Source: an optimization exercise on an open RTL-to-GDS flow (aim: a short achievable clock period and few clock cycles per item). Production flows keep margins and buffers that such runs may drop.
Only simulation tests tie the RTL to the original design; equivalence was not proved.
Power and IR drop assume default switching activity.

==> design/flow/design.v <==
module CacheController (
    input logic clk,
    input logic reset,
    input logic re_imem,
    input logic hit_imem,
    input logic dmem_access,
    input logic hit_dmem,
    input logic dirty_dmem,
    input logic full_cl,
    input logic mem_valid_mm,
    output logic clr,
    output logic memValid1,
    output logic memValid2,
    output logic [1:0] sel_cl,
    output logic we_imem,
    output logic we_dmem,
    output logic we_cl,
    output logic next_cl,
    output logic re_mm,
    output logic we_mm  
    );
    typedef enum logic [2:0] {
        INIT,
        CHECK_L1,
        FETCH_IMEM,
        FILL_IMEM,
        WB_DMEM,
        FILL_MM,
        FETCH_DMEM,
        FILL_DMEM
    } state_t;
    state_t state, next_state;
    always_ff @(posedge clk) begin
        if (reset == 1) 
            state <= INIT;
        else
            state <= next_state;
    end
    always_comb begin
        clr = 1'b0; memValid1 = 1'b0; memValid2 = 1'b0; sel_cl = 2'b0; 
        we_imem = 1'b0; we_dmem = 1'b0; we_cl = 1'b0; next_cl = 1'b0; re_mm = 1'b0; we_mm = 1'b0;
        case (state)
            INIT: begin
                clr = 1'b1;
                next_state = CHECK_L1;
            end
            CHECK_L1: begin
                memValid1 = hit_imem & re_imem;
                memValid2 = hit_dmem & dmem_access;
                if (hit_imem && re_imem && ~dmem_access) begin
                    next_state = CHECK_L1;
                end
                else if (!hit_imem && re_imem) begin
                    next_state = FETCH_IMEM;
                end
                else if (hit_dmem && dmem_access) begin
                    next_state = CHECK_L1;
                end
                else if (!hit_dmem && dmem_access && dirty_dmem) begin
                    next_state = WB_DMEM;
                end
                else if (!hit_dmem && dmem_access && !dirty_dmem) begin
                    next_state = FETCH_DMEM;
                end
                else begin
                    next_state = CHECK_L1;
                end
            end
            FETCH_IMEM: begin
                we_cl = 1'b1;
                next_cl = mem_valid_mm;
                sel_cl = 2'b00;
                re_mm = 1'b1;
                if (full_cl & mem_valid_mm)
                    next_state = FILL_IMEM;
                else 
                    next_state = FETCH_IMEM;
            end
            FILL_IMEM: begin
                we_imem = 1'b1;
                sel_cl = 2'b00;
                next_cl = 1'b1;
                if (full_cl)
                    next_state = CHECK_L1;
                else
                    next_state = FILL_IMEM;
            end
            WB_DMEM: begin
                we_cl = 1'b1;
                sel_cl = 2'b10;
                next_cl = 1'b1;
                if (full_cl)
                    next_state = FILL_MM;
                else
                    next_state = WB_DMEM;
            end
            FILL_MM: begin
                we_mm = 1'b1;
                next_cl = mem_valid_mm;
                sel_cl = 2'b10;
                if (full_cl & mem_valid_mm)
                    next_state = FETCH_DMEM;
                else
                    next_state = FILL_MM;
            end
            FETCH_DMEM: begin
                we_cl = 1'b1;
                sel_cl = 2'b01;
                next_cl = mem_valid_mm;
                re_mm = 1'b1;
                if (full_cl & mem_valid_mm)
                    next_state = FILL_DMEM;
                else
                    next_state = FETCH_DMEM;
            end
            FILL_DMEM: begin
                we_dmem = 1'b1;
                sel_cl = 2'b01;
                next_cl = 1'b1;
                if (full_cl)
                    next_state = CHECK_L1;
                else
                    next_state = FILL_DMEM;
            end
        default: next_state = INIT;
        endcase
    end
endmodule
module CacheLineAdapter #(
    parameter WORD_SIZE = 32,
    parameter WORDS_PER_LINE = 8
    ) (
    input clk,
    input clr,
    input [WORD_SIZE - 1:0] addr_i,
    input [WORD_SIZE - 1:0] data_i,
    input we,
    input next,
    output logic [WORD_SIZE - 1:0] addr_o,
    output logic [WORD_SIZE - 1:0] data_o,
    output logic full
    );
    localparam LINE_BITS = $clog2(WORDS_PER_LINE);
    localparam BYTE_BITS = 2;
    logic [LINE_BITS - 1:0] counter;
    always_ff @(posedge clk) begin
        if (clr == 1) begin
            counter <= 0;
        end
        else if (next == 1)
            counter <= counter + 1;
    end
    logic [WORD_SIZE - 1:0] line_buffer [WORDS_PER_LINE - 1:0];
    always_comb begin
        full = (counter == WORDS_PER_LINE - 1);
        addr_o = {addr_i[WORD_SIZE - 1:LINE_BITS + BYTE_BITS], counter, {BYTE_BITS{1'b0}}};
        data_o = line_buffer[counter]; 
    end
    always_ff @(posedge clk) begin
        if (we) 
            line_buffer[counter] <= data_i;
    end
endmodule
module DataL1 #(
    parameter WORD_SIZE = 32,
    parameter ADDR_SIZE = 32,
    parameter LINES_PER_SET = 32,
    parameter WORDS_PER_LINE = 8
    ) (
    input logic clk,
    input logic reset,
    input logic we,
    input logic we_cache,
    input logic sign,
    input logic [1:0] size,
    input logic [ADDR_SIZE - 1:0] addr,
    input logic [WORD_SIZE - 1:0] data,
    output logic [ADDR_SIZE - 1:0] aout,
    output logic [WORD_SIZE - 1:0] dout,
    output logic hit,
    output logic dirty
    );
    localparam BYTE_SIZE = 8;
    localparam BYTE_OFFSET_BITS = 2;
    localparam SET_LINE_BITS = $clog2(LINES_PER_SET);
    localparam WORD_OFFSET_BITS = $clog2(WORDS_PER_LINE);
    localparam TAG_BITS = ADDR_SIZE - SET_LINE_BITS - WORD_OFFSET_BITS - BYTE_OFFSET_BITS;
    localparam SET_SIZE = WORDS_PER_LINE * WORD_SIZE;
    logic [SET_SIZE - 1:0] set0 [LINES_PER_SET - 1:0];
    logic [SET_SIZE - 1:0] set1 [LINES_PER_SET - 1:0];
    logic [TAG_BITS - 1:0] tag0 [LINES_PER_SET - 1:0];
    logic [TAG_BITS - 1:0] tag1 [LINES_PER_SET - 1:0];
    logic [LINES_PER_SET - 1:0] dirty0, dirty1;
    logic [LINES_PER_SET - 1:0] valid0, valid1;
    logic [LINES_PER_SET - 1:0] lru_bits;    
    logic [WORD_SIZE * WORDS_PER_LINE - 1:0] line_buffer;
    logic [WORD_SIZE - 1:0] word_buffer;
    logic [WORD_OFFSET_BITS - 1:0] word_offset;
    logic [SET_LINE_BITS - 1:0] set_index;
    logic [TAG_BITS:0] tag;
    logic [BYTE_OFFSET_BITS - 1:0] byte_offset;
    logic hit0, hit1;
    always_comb begin
        byte_offset = addr[BYTE_OFFSET_BITS - 1:0];
        word_offset = addr[WORD_OFFSET_BITS + BYTE_OFFSET_BITS - 1:BYTE_OFFSET_BITS];
        set_index = addr[SET_LINE_BITS + WORD_OFFSET_BITS + BYTE_OFFSET_BITS - 1:WORD_OFFSET_BITS + BYTE_OFFSET_BITS];
        tag = addr[ADDR_SIZE - 1:SET_LINE_BITS + WORD_OFFSET_BITS + BYTE_OFFSET_BITS];
    end
    always_comb begin
        if (valid0[set_index] && tag0[set_index] == tag) begin
            hit0 = 1'b1;
            hit1 = 1'b0;
            line_buffer = set0[set_index];
        end else if (valid1[set_index] && tag1[set_index] == tag) begin
            hit1 = 1'b1;
            hit0 = 1'b0;
            line_buffer = set1[set_index];
        end else begin
            hit0 = 1'b0;
            hit1 = 1'b0;
            line_buffer = lru_bits[set_index] ? set1[set_index] : set0[set_index];
        end
        dirty = lru_bits[set_index] ? dirty1[set_index] : dirty0[set_index];
        hit = hit0 ^ hit1;
        word_buffer = line_buffer[WORD_SIZE * (word_offset + 1) - 1 -: WORD_SIZE];
        aout = lru_bits[set_index] ? {tag1[set_index], set_index} << (WORD_OFFSET_BITS + BYTE_OFFSET_BITS) : {tag0[set_index], set_index} << (WORD_OFFSET_BITS + BYTE_OFFSET_BITS);
    end
    always_comb begin
        case({sign, size, byte_offset})
            5'b00011: dout = {{24{word_buffer[31]}},word_buffer[31:24]};     
            5'b00010: dout = {{24{word_buffer[23]}},word_buffer[23:16]};
            5'b00001: dout = {{24{word_buffer[15]}},word_buffer[15:8]};
            5'b00000: dout = {{24{word_buffer[7]}},word_buffer[7:0]};
            5'b00110: dout = {{16{word_buffer[31]}},word_buffer[31:16]};     
            5'b00101: dout = {{16{word_buffer[23]}},word_buffer[23:8]};
            5'b00100: dout = {{16{word_buffer[15]}},word_buffer[15:0]};
            5'b01000: dout = word_buffer;                    
            5'b10011: dout = {24'd0,word_buffer[31:24]};     
            5'b10010: dout = {24'd0,word_buffer[23:16]};
            5'b10001: dout = {24'd0,word_buffer[15:8]};
            5'b10000: dout = {24'd0,word_buffer[7:0]};
            5'b10110: dout = {16'd0,word_buffer[31:16]};     
            5'b10101: dout = {16'd0,word_buffer[23:8]};
            5'b10100: dout = {16'd0,word_buffer[15:0]};
            default:  dout = word_buffer;      
        endcase
    end
    always_ff @( posedge clk ) begin
        if (reset) begin
            for (int i = 0; i < LINES_PER_SET; i++) begin
                valid0[i] <= 0;
                valid1[i] <= 0;
                lru_bits[i] <= 0;
                dirty0[i] <= 0;
                dirty1[i] <= 0;
            end
        end
        else begin
            if (we_cache) begin  
                if (lru_bits[set_index] == 0) begin  
                    set0[set_index][WORD_SIZE * word_offset +: WORD_SIZE] <= data;
                    if (word_offset == 2 ** WORD_OFFSET_BITS - 1) begin   
                        valid0[set_index] <= 1;
                        tag0[set_index] <= tag;
                        dirty0[set_index] <= 0;
                    end
                end
                else begin    
                    set1[set_index][WORD_SIZE * word_offset +: WORD_SIZE] <= data;
                    if (word_offset == 2 ** WORD_OFFSET_BITS - 1) begin   
                        valid1[set_index] <= 1;
                        tag1[set_index] <= tag;
                        dirty1[set_index] <= 0;
                    end
                end
            end
            else if (we) begin  
                if (hit0) begin
                    case (size)
                        2'b00: set0[set_index][WORD_SIZE * word_offset + (BYTE_SIZE * byte_offset) +: WORD_SIZE / 4] <= data[WORD_SIZE / 2 - 1:0];  
                        2'b01: set0[set_index][WORD_SIZE * word_offset + (BYTE_SIZE * byte_offset) +: WORD_SIZE / 2] <= data[WORD_SIZE / 2 - 1:0];  
                        2'b10: set0[set_index][WORD_SIZE * word_offset +: WORD_SIZE] <= data;  
                    endcase
                    dirty0[set_index] <= 1;
                end
                else if (hit1) begin
                    case (size)
                        2'b00: set1[set_index][WORD_SIZE * word_offset + (BYTE_SIZE * byte_offset) +: WORD_SIZE / 4] <= data[WORD_SIZE / 4 - 1:0];  
                        2'b01: set1[set_index][WORD_SIZE * word_offset + (BYTE_SIZE * byte_offset) +: WORD_SIZE / 2] <= data[WORD_SIZE / 2 - 1:0];  
                        2'b10: set1[set_index][WORD_SIZE * word_offset +: WORD_SIZE] <= data;  
                    endcase
                    dirty1[set_index] <= 1;
                end
            end
            if (hit0) begin
                lru_bits[set_index] <= 1;
            end
            else if (hit1) begin
                lru_bits[set_index] <= 0;
            end
        end
    end
endmodule
module InstrL1 #(
    parameter WORD_SIZE = 32,
    parameter ADDR_SIZE = 14,
    parameter LINES_PER_SET = 32,
    parameter WORDS_PER_LINE = 8
    ) (
    input logic clk,
    input logic reset,
    input logic we,
    input logic [ADDR_SIZE - 1:0] addr,
    input logic [WORD_SIZE - 1:0] data,
    output logic [WORD_SIZE - 1:0] dout,
    output logic hit
    );
    localparam SET_LINE_BITS = $clog2(LINES_PER_SET);
    localparam WORD_OFFSET_BITS = $clog2(WORDS_PER_LINE);
    localparam TAG_BITS = ADDR_SIZE - SET_LINE_BITS - WORD_OFFSET_BITS;
    localparam SET_SIZE = WORDS_PER_LINE * WORD_SIZE;
    logic [SET_SIZE - 1:0] set0 [LINES_PER_SET - 1:0];
    logic [SET_SIZE - 1:0] set1 [LINES_PER_SET - 1:0];
    logic [TAG_BITS - 1:0] tag0 [LINES_PER_SET - 1:0];
    logic [TAG_BITS - 1:0] tag1 [LINES_PER_SET - 1:0];
    logic [LINES_PER_SET - 1:0] valid0, valid1;
    logic [LINES_PER_SET - 1:0] lru_bits;
    logic [WORD_SIZE * WORDS_PER_LINE - 1:0] line_buffer;
    logic [WORD_OFFSET_BITS - 1:0] word_offset;
    logic [SET_LINE_BITS - 1:0] set_index;
    logic [TAG_BITS:0] tag;
    logic hit0, hit1;
    always_comb begin
        word_offset = addr[WORD_OFFSET_BITS - 1:0];
        set_index = addr[SET_LINE_BITS + WORD_OFFSET_BITS - 1:WORD_OFFSET_BITS];
        tag = addr[ADDR_SIZE - 1:SET_LINE_BITS + WORD_OFFSET_BITS];
    end
    always_comb begin
        if (valid0[set_index] && tag0[set_index] == tag) begin
            hit0 = 1'b1;
            hit1 = 1'b0;
            line_buffer = set0[set_index];
        end else if (valid1[set_index] && tag1[set_index] == tag) begin
            hit1 = 1'b1;
            hit0 = 1'b0;
            line_buffer = set1[set_index];
        end else begin
            hit0 = 1'b0;
            hit1 = 1'b0;
            line_buffer = -1;
        end
        hit = hit0 ^ hit1;
        dout = line_buffer[WORD_SIZE * (word_offset + 1) - 1 -: WORD_SIZE];
    end
    always_ff @( posedge clk ) begin
        if (reset) begin
            for (int i = 0; i < LINES_PER_SET; i++) begin
                valid0[i] <= 0;
                valid1[i] <= 0;
                lru_bits[i] <= 0;
            end
        end
        else begin
            if (we) begin
                if (lru_bits[set_index] == 0) begin  
                    set0[set_index][WORD_SIZE * word_offset +: WORD_SIZE] <= data;
                    if (word_offset == 2 ** WORD_OFFSET_BITS - 1) begin   
                        valid0[set_index] <= 1;
                        tag0[set_index] <= tag;
                    end
                end
                else begin    
                    set1[set_index][WORD_SIZE * word_offset +: WORD_SIZE] <= data;
                    if (word_offset == 2 ** WORD_OFFSET_BITS - 1) begin   
                        valid1[set_index] <= 1;
                        tag1[set_index] <= tag;
                    end
                end
            end
            if (hit0) begin
                lru_bits[set_index] <= 1;
            end
            else if (hit1) begin
                lru_bits[set_index] <= 0;
            end
        end
    end
endmodule
module OtterMemory (
    input MEM_RST,
    input MEM_CLK,
    input MEM_RDEN1,                 
    input MEM_RDEN2,                 
    input MEM_WE2,                   
    input [13:0] MEM_ADDR1,          
    input [31:0] MEM_ADDR2,          
    input [31:0] MEM_DIN2,           
    input [1:0] MEM_SIZE,            
    input MEM_SIGN,                  
    input [31:0] IO_IN,              
    output logic IO_WR,              
    output logic [31:0] MEM_DOUT1,   
    output logic [31:0] MEM_DOUT2,   
    output logic MEM_VALID1,
    output logic MEM_VALID2,
    output logic MM_RE,
    output logic MM_WE,
    output logic [13:0] MM_ADDR,
    output logic [31:0] MM_DIN,
    input [31:0] MM_DOUT,
    input MM_VALID
    );
    localparam INSTR_ADDR_BITS = 14;
    localparam DATA_ADDR_BITS = 32;
    localparam WORD_SIZE = 32;
    localparam WORDS_PER_LINE = 4;
    localparam LINES_PER_SET = 8;
    localparam WORD_OFFSET_BITS = $clog2(WORDS_PER_LINE);
    localparam BYTE_OFFSET_BITS = 2;
    logic imem_hit;
    logic [31:0] instr_buffer;
    logic dmem_hit, dmem_dirty;
    logic [31:0] wb_addr, data_buffer, dmem_addr_i;
    logic cl_full;
    logic [31:0] line_data, line_addr, cl_addr_i, cl_data_i;
    logic mm_mem_valid;
    logic [31:0] mm_data;
    logic clr, imem_we, dmem_we, cl_we, cl_next, mm_re, mm_we, memValid2_control;
    logic [1:0] cl_sel;
    logic mem_addr_valid1, mem_addr_valid2, mem_map_io;
    always_comb begin
        mem_addr_valid1 = MEM_ADDR1 < (16'h6000 >> 2);
        mem_addr_valid2 = MEM_ADDR2 >= (16'h6000 >> 2);
        mem_map_io = MEM_ADDR2 >= (17'h1_0000);
    end
    InstrL1 #(
        .ADDR_SIZE      (INSTR_ADDR_BITS),
        .WORD_SIZE      (WORD_SIZE),
        .LINES_PER_SET  (LINES_PER_SET),
        .WORDS_PER_LINE (WORDS_PER_LINE)
    ) instr_mem (
        .clk            (MEM_CLK),
        .reset          (clr),
        .we             (imem_we),
        .addr           (imem_we ? line_addr[15:2] : MEM_ADDR1),
        .data           (line_data),
        .dout           (instr_buffer),
        .hit            (imem_hit)
    );
    always_comb begin
       case (cl_sel)
            2'b00: dmem_addr_i = MEM_ADDR2;
            2'b01: dmem_addr_i = {MEM_ADDR2[31:WORD_OFFSET_BITS + BYTE_OFFSET_BITS], line_addr[WORD_OFFSET_BITS + BYTE_OFFSET_BITS - 1:0]};
            2'b10: dmem_addr_i = {MEM_ADDR2[31:WORD_OFFSET_BITS + BYTE_OFFSET_BITS], line_addr[WORD_OFFSET_BITS + BYTE_OFFSET_BITS - 1:0]};
            default: dmem_addr_i = 32'hdead_beef;
        endcase
    end
    DataL1 #(
        .ADDR_SIZE      (DATA_ADDR_BITS),
        .WORD_SIZE      (WORD_SIZE),
        .LINES_PER_SET  (LINES_PER_SET),
        .WORDS_PER_LINE (WORDS_PER_LINE)
    ) data_mem (
        .clk            (MEM_CLK),
        .reset          (clr),
        .we             (MEM_WE2),
        .we_cache       (dmem_we),
        .sign           (cl_sel != 2'b00 ? 1'b0 : MEM_SIGN),
        .size           (cl_sel != 2'b00 ? 2'b10 : MEM_SIZE),
        .addr           (dmem_addr_i),
        .data           (cl_sel[0] ? line_data : MEM_DIN2),
        .aout           (wb_addr),
        .dout           (data_buffer),
        .hit            (dmem_hit),
        .dirty          (dmem_dirty)
    );
    always_comb begin
        case (cl_sel)
            2'b00: cl_addr_i = {16'h0, MEM_ADDR1, 2'b0};
            2'b01: cl_addr_i = MEM_ADDR2;
            2'b10: cl_addr_i = {wb_addr[31:WORD_OFFSET_BITS + BYTE_OFFSET_BITS], line_addr[WORD_OFFSET_BITS + BYTE_OFFSET_BITS - 1:0]};
            default: cl_addr_i = 32'hdead_beef;
        endcase
    end
    CacheLineAdapter #(
        .WORD_SIZE      (WORD_SIZE),
        .WORDS_PER_LINE (WORDS_PER_LINE)
    ) cache_line_adapter (
        .clk            (MEM_CLK),
        .clr            (clr),
        .addr_i         (cl_addr_i),
        .data_i         (cl_sel[1] ? data_buffer : mm_data),
        .we             (cl_we),
        .next           (cl_next),
        .addr_o         (line_addr),
        .data_o         (line_data),
        .full           (cl_full)
    );
    always_comb begin
        MM_RE = mm_re;
        MM_WE = mm_we;
        MM_ADDR = line_addr[15:2];
        MM_DIN = line_data;
        mm_data = MM_DOUT;
        mm_mem_valid = MM_VALID;
    end
    CacheController cache_controller (
        .clk            (MEM_CLK),
        .reset          (MEM_RST),
        .re_imem        (MEM_RDEN1),
        .hit_imem       (imem_hit),
        .dmem_access    ((MEM_RDEN2 | MEM_WE2) & ~mem_map_io),
        .hit_dmem       (dmem_hit),
        .dirty_dmem     (dmem_dirty),
        .full_cl        (cl_full),
        .mem_valid_mm   (mm_mem_valid),
        .clr            (clr),
        .memValid1      (MEM_VALID1),
        .memValid2      (memValid2_control),
        .sel_cl         (cl_sel),
        .we_imem        (imem_we),
        .we_dmem        (dmem_we),
        .we_cl          (cl_we),
        .next_cl        (cl_next),
        .re_mm          (mm_re),
        .we_mm          (mm_we)
    );
    always_comb begin
        if (mem_map_io) begin  
            IO_WR = MEM_WE2;
            MEM_DOUT2 = MEM_RDEN2 ? IO_IN : 32'hdead_beef;
        end
        else begin
            IO_WR = 1'b0;
            MEM_DOUT2 = memValid2_control & mem_addr_valid2 ? data_buffer : 32'hdead_beef;
        end
        MEM_DOUT1 = MEM_VALID1 & mem_addr_valid1 ? instr_buffer : 32'hdead_beef;
        MEM_VALID2 = (MEM_WE2 || MEM_RDEN2) && ~mem_map_io ? memValid2_control : 1'b1;
    end
endmodule
==> design/flow/run.sh <==
#!/bin/bash
# synth_recipe.tcl (not shown) runs the flow's synth.tcl, then flattens the netlist and writes it again
# the make line also repeats each setting of config.mk as NAME=value (left out here)
make -C /OpenROAD-flow-scripts/flow DESIGN_CONFIG=/design/flow/config.mk WORK_HOME=/design/flow/orfs CLKGATE_MAP_FILE= SYNTH_SCRIPT=/design/flow/synth_recipe.tcl finish
==> design/flow/config.mk <==
export PLATFORM = sky130hd
export DESIGN_NAME = OtterMemory
export DESIGN_NICKNAME = OtterMemory
export VERILOG_FILES = /design/flow/design.v
export SDC_FILE = /design/flow/constraint.sdc
export NUM_CORES = 4
export LEC_CHECK = 0
export ABC_CLOCK_PERIOD_IN_PS = 9000
export CAP_MARGIN = 20
export CORE_MARGIN = 2
export CORE_UTILIZATION = 30
export SETUP_SLACK_MARGIN = 0.3
export SLEW_MARGIN = 20
==> design/flow/constraint.sdc <==
create_clock -name core_clock -period 12.0 [get_ports {MEM_CLK}]
set_input_delay 2.4000 -clock core_clock [delete_from_list [all_inputs] [get_ports {MEM_CLK}]]
set_output_delay 2.4000 -clock core_clock [all_outputs]
set_load 0.01 [all_outputs]
==> run summary <==
The sink of the worst hold path was instr_mem.valid1[5]. The library cell used most frequently in the layout, excluding fill and tap cells, is sky130_fd_sc_hd__edfxtp_1. On the critical path the largest part of the delay comes from buffers and inverters. Setup repair after global routing left no endpoint under its margin. The width of the die is 808.7 µm, and the highest ir drop seen on vdd is 0.0001613 V.

The tree is rooted in a sky130_fd_sc_hd__clkbuf_16. Summing the areas of all compound-gate instances in the mapped netlist gives 11.40% of the synthesized area. Once detailed placement completed, the half-perimeter wirelength came to 484700 µm.

The total track usage was 21.88%; the number of antenna violations at the first check in global routing was 81. Timing would allow up to 0.08607 GHz. In this run the power density over the cells is 165.0 mW/mm². The number of DRC markers in iteration 0 is 22580, and the static leakage power is 72.29 nW. The area growth from synthesis to layout is 16.78%.

At the end of routability-driven placement, the weighted congestion stood at 0.9882. After synthesis, the share of cell area in mux cells is 2.133%. In this run the count of I/O pins placed on the die edge is 266. Met1 wire length: 274700 µm. The fraction of synthesized cell area in xor and xnor cells works out to 0.2209%. The highest layer touched by signal routing is met5.

The run gives 0 as the residual DRC count. After synthesis, the largest family of logic cells by area is compound AO/OA/AOI/OAI gates. Synthesis handed over a netlist of 14070 instances.

Critical path data required time: 9.60 ns. The longest clock path from root to sink contains 4 buffers. The post-synthesis share of cell area spent on and, or, nand and nor gates was 9.564%; the flop-to-flop setup slack was 3.36 ns.

In this run the worst path has a maximum fanout of 56. For this block, the routed nets add up to 749100 µm of wire. The completed layout was analyzed and its total power is 37.43 mW. Of the cells placed in the final design, the portion with a size suffix greater than 1 is 12.03%. The insertion delay of the later-clocked pin in the worst-skew pair is 1.10 ns.

The worst hold path was traced through 2 stages. Yosys printed 5 warnings. The clock net in this run drives a total of 4839 sinks. Dividing the detail-routed wire length by the instance count gives 31.80 µm. The path class of the tightest hold or removal check is reg -> reg. The tools report the startpoint of the most critical register-to-register path as cache_controller.state[2].

The tools report the reg-to-reg endpoint as instr_mem.set0[4][112]. Counting flops with a built-in enable in the synthesized netlist gives 4768. The total area inside the core boundary comes to 0.6452 mm².

The worst setup path is of the in -> out kind. The final critical delay including setup and external delays was 11.62 ns; the number of setup violations in the final report was 0. CTS built an H-tree with a depth of 5. The logs give 14240 for the total nets after synthesis and 14650 for the number of nets in the final layout.

Input and output buffers added on the ports amount to 265. Mean instance size in the synthesized netlist: 13.80 µm². The logs give 30.11% for the initial core utilization and 98 for the distinct cell type count after synthesis.

For the pin with the worst max-slew slack, the measured transition is 1.287 ns. The flow ran to the end and the layout has no timing, DRC or antenna violations. Wire segments on met2 add up to 326200 µm in the final route. Dominant cell type by count on the critical path: sky130_fd_sc_hd__buf_4. The worst path uses 96.82% of the clock period.

The via count of the first global-routing pass was 124500; the delay of the slowest cell on the worst path was 0.73 ns. In this run the cell area of the synthesized design comes to 0.1942 mm². Headroom to the max-slew limit came out at 11.76%.

The tools report the critical path launch point type as a primary input. The logs give 9.22 ns for the worst endpoint data arrival time and 0.6539 mm² for the die area. The start point of the worst min-delay path was instr_mem.valid1[5].

The post-synthesis share of cell area spent on full adders, half adders and majority gates works out to 0.1353%. The worst setup path is captured at an output port. Leaving out fill and tap cells, the most frequent cells in the layout are sky130_fd_sc_hd__edfxtp_1 (4768), sky130_fd_sc_hd__nand2_1 (2024), sky130_fd_sc_hd__nor2_1 (1028). The routed layout has 136500 vias. The count of final hold-check violations was 0; the number of flip-flops and latches in the synthesized netlist was 4839. After detailed routing, the number of vias per cell comes to 5.796.

Global routing finished with a remaining overflow of 0. The number of cells on the worst reg-to-reg path is 19. Counting both buffers and inverters, the worst setup path holds a total of 8.

The slowest stage of the critical path belongs to the cell sky130_fd_sc_hd__clkdlybuf4s50_1. After floorplanning, the core was divided into 295 placement rows. The wire length on met3 was 105600 µm; the remaining antenna violation count after routing was 0.

From bottom edge to top edge, the die measures 808.7 µm. The first detailed-routing pass ran for 7 iterations. The first global-routing pass estimated 1024000 µm of wire. The largest net degree at the start of global routing was 135. The most used flip-flop cell after synthesis is sky130_fd_sc_hd__edfxtp_1.

The run gives 0 as the total count of max-transition violations in the final report. TritonCTS built the clock tree. The final cell count without fillers came out at 23560. Setup skew after layout: 0.09670 ns.

Including well taps, the total number of placed cells is 22600. Max-cap violation count: 0. Traced cell by cell, the critical path runs through clkdlybuf4s50_1 > nor2b_1 > nand3_1 > buf_4 > buf_4 > a211oi_1 > or3_1 > nand4_1 > nor4_1 > nand4_1 > buf_4 > a2bb2oi_4 > buf_12 > buf_4 > mux2_2 > o22ai_1 > a41oi_2 > a2111oi_1 > buf_4 > nor2_1 > clkdlybuf4s50_1. For this design, the CTS-stage hold fixing added 0 buffers. For this run, the register share of the synthesized area comes to 74.44%. The post-layout utilization of the core is 35.16%. The number of clock buffers inserted by TritonCTS was 463.

The clock edge transition at the registers on the reported setup and hold paths came out at 0.06 ns. The proportion of register bits with asynchronous set or reset after synthesis was 0%.
-- stage by stage --
step	cell area [µm²]	setup slack [ns]	hold WS [ns]	setup TNS, ns
after floorplan	194200	2.920	0.4168	0
after global placement	210900	-0.07108	0.4356	-0.1383
after detailed placement	211100	-0.03051	0.4437	-0.03051
after CTS	226300	0.3509	0.4581	0
after global routing	226700	0.3154	0.4791	0
final	226800	0.3816	0.4563	0
-- state kept, by name (all words and copies together) (netlist names), 72 cells and up, named ones only --
signal	flops
data_mem.tag0	200
data_mem.set1	1024
data_mem.tag1	200
instr_mem.set1	1024
instr_mem.tag1	72
instr_mem.tag0	72
cache_line_adapter.line_buffer	128
data_mem.set0	1024
instr_mem.set0	1024
-- area by class of cell --
type | instances | area, µm²
antenna | 74 | 185.2
clock buffer | 586 | 12240
clock inverter | 271 | 2895
fill | 61900 | 418400
inverter | 74 | 307.8
multi-input combinational | 8181 | 47280
sequential | 4839 | 144600
tap | 8613 | 10780
timing repair buffer | 917 | 8542
-- tightest hold or removal path: cells and delay by family (launching register included) --
kind | cells | cell delay (ns)
simple gates | 1 | 0.05
compound gates | 1 | 0.06
flops | 1 | 0.32
-- metal layers --
metal,vias up,track usage [%]
li1,55510,-
met1,68920,28.84
met2,10260,32.71
met3,1830,6.857
met4,18,10.58
met5,-,0
-- how the worst max path moves through the flow --
stage,from,endpoint,cells after the start
after floorplan,MEM_ADDR2[2],MEM_DOUT2[15],18
after global placement,MEM_ADDR2[5],MEM_DOUT2[19],19
after detailed placement,MEM_ADDR2[5],MEM_DOUT2[19],19
after CTS,MEM_ADDR2[6],MEM_DOUT2[0],20
after global routing,MEM_ADDR2[6],MEM_DOUT2[0],21
final,MEM_ADDR2[6],MEM_DOUT2[1],21
-- report_power, final --
part | switching [mW] | total (mW) | internal [mW] | leakage, nW
sequential | 0.0188 | 18.7 | 18.7 | 44.5
clock | 6.61 | 14.9 | 8.25 | 7.35
combinational | 3.01 | 3.88 | 0.870 | 20.4
total | 9.64 | 37.4 | 27.8 | 72.3
-- kinds of logic after synthesis --
kind of cell / Yosys count
compound gates: 3398
xor+xnor: 49
fa+ha+maj: 21
buf+inv: 1052
flops: 4839
mux: 355
simple gates: 4358
-- timing repair --
| action | in CTS | in global routing |
|---|---|---|
| resized for setup | 5 | 5 |
| setup buffers | 2 | 8 |
| gates cloned | 0 | 0 |
| endpoints found under the setup margin | 18 | 18 |
| pin swaps | 1 | 4 |
-- cell usage after synthesis, drive strengths merged, types with 22 or more instances --
master	n	area (µm²)
a2111oi	51	488.0
a211oi	239	1804
a21oi	610	3057
a221o	23	230.2
a221oi	108	945.9
a22oi	92	690.7
a311oi	70	613.1
a31oi	275	1727
a32oi	26	227.7
and2	26	162.7
and3	125	782.0
buf	302	1280
clkbuf	676	2539
dfxtp	71	1421
edfxtp	4768	143200
inv	70	265.3
mux2	108	1220
mux2i	211	2112
mux4	36	810.8
nand2	2043	7669
nand2b	22	137.6
nand3	420	2102
nand4	74	462.9
nor2	1160	4370
nor2b	41	256.5
nor3	247	1256
nor4	75	475.5
o2111ai	34	297.8
o211ai	85	638.1
o21ai	700	3503
o221ai	253	2216
o22ai	597	3735
o31ai	71	538.0
or2	24	150.1
or3	39	244.0
or4	22	168.9
xnor2	34	297.8
Testbench counts, summed over its fixed seeds: cycles 593,015, instrs 80,000.

[what the ideal ports hide]
No port has a modelled driver above. Below, the same layout with a new extraction and two added sets of constraints. Step 1, drivers: a clkbuf_16 drives MEM_CLK and a buf_2 each remaining input, both assumed. Step 2 adds t to the input delays and takes it off the output delays; t is the mean of the earliest and latest rising clock arrival at the registers after step 1. Input paths then give back, and output paths get back, about the clock's delay inside the block. Three values: ideal, step 1, step 2; two values: the first two.
t, ns: 1.174
setup WS [ns]: 0.382 / 0.358 / 0.358
cell pins on the clock port's net: 1
After both steps this run still meets setup and hold. The setup slack of this run moves by -0.024 ns with the drivers and by -0.024 ns with both steps.
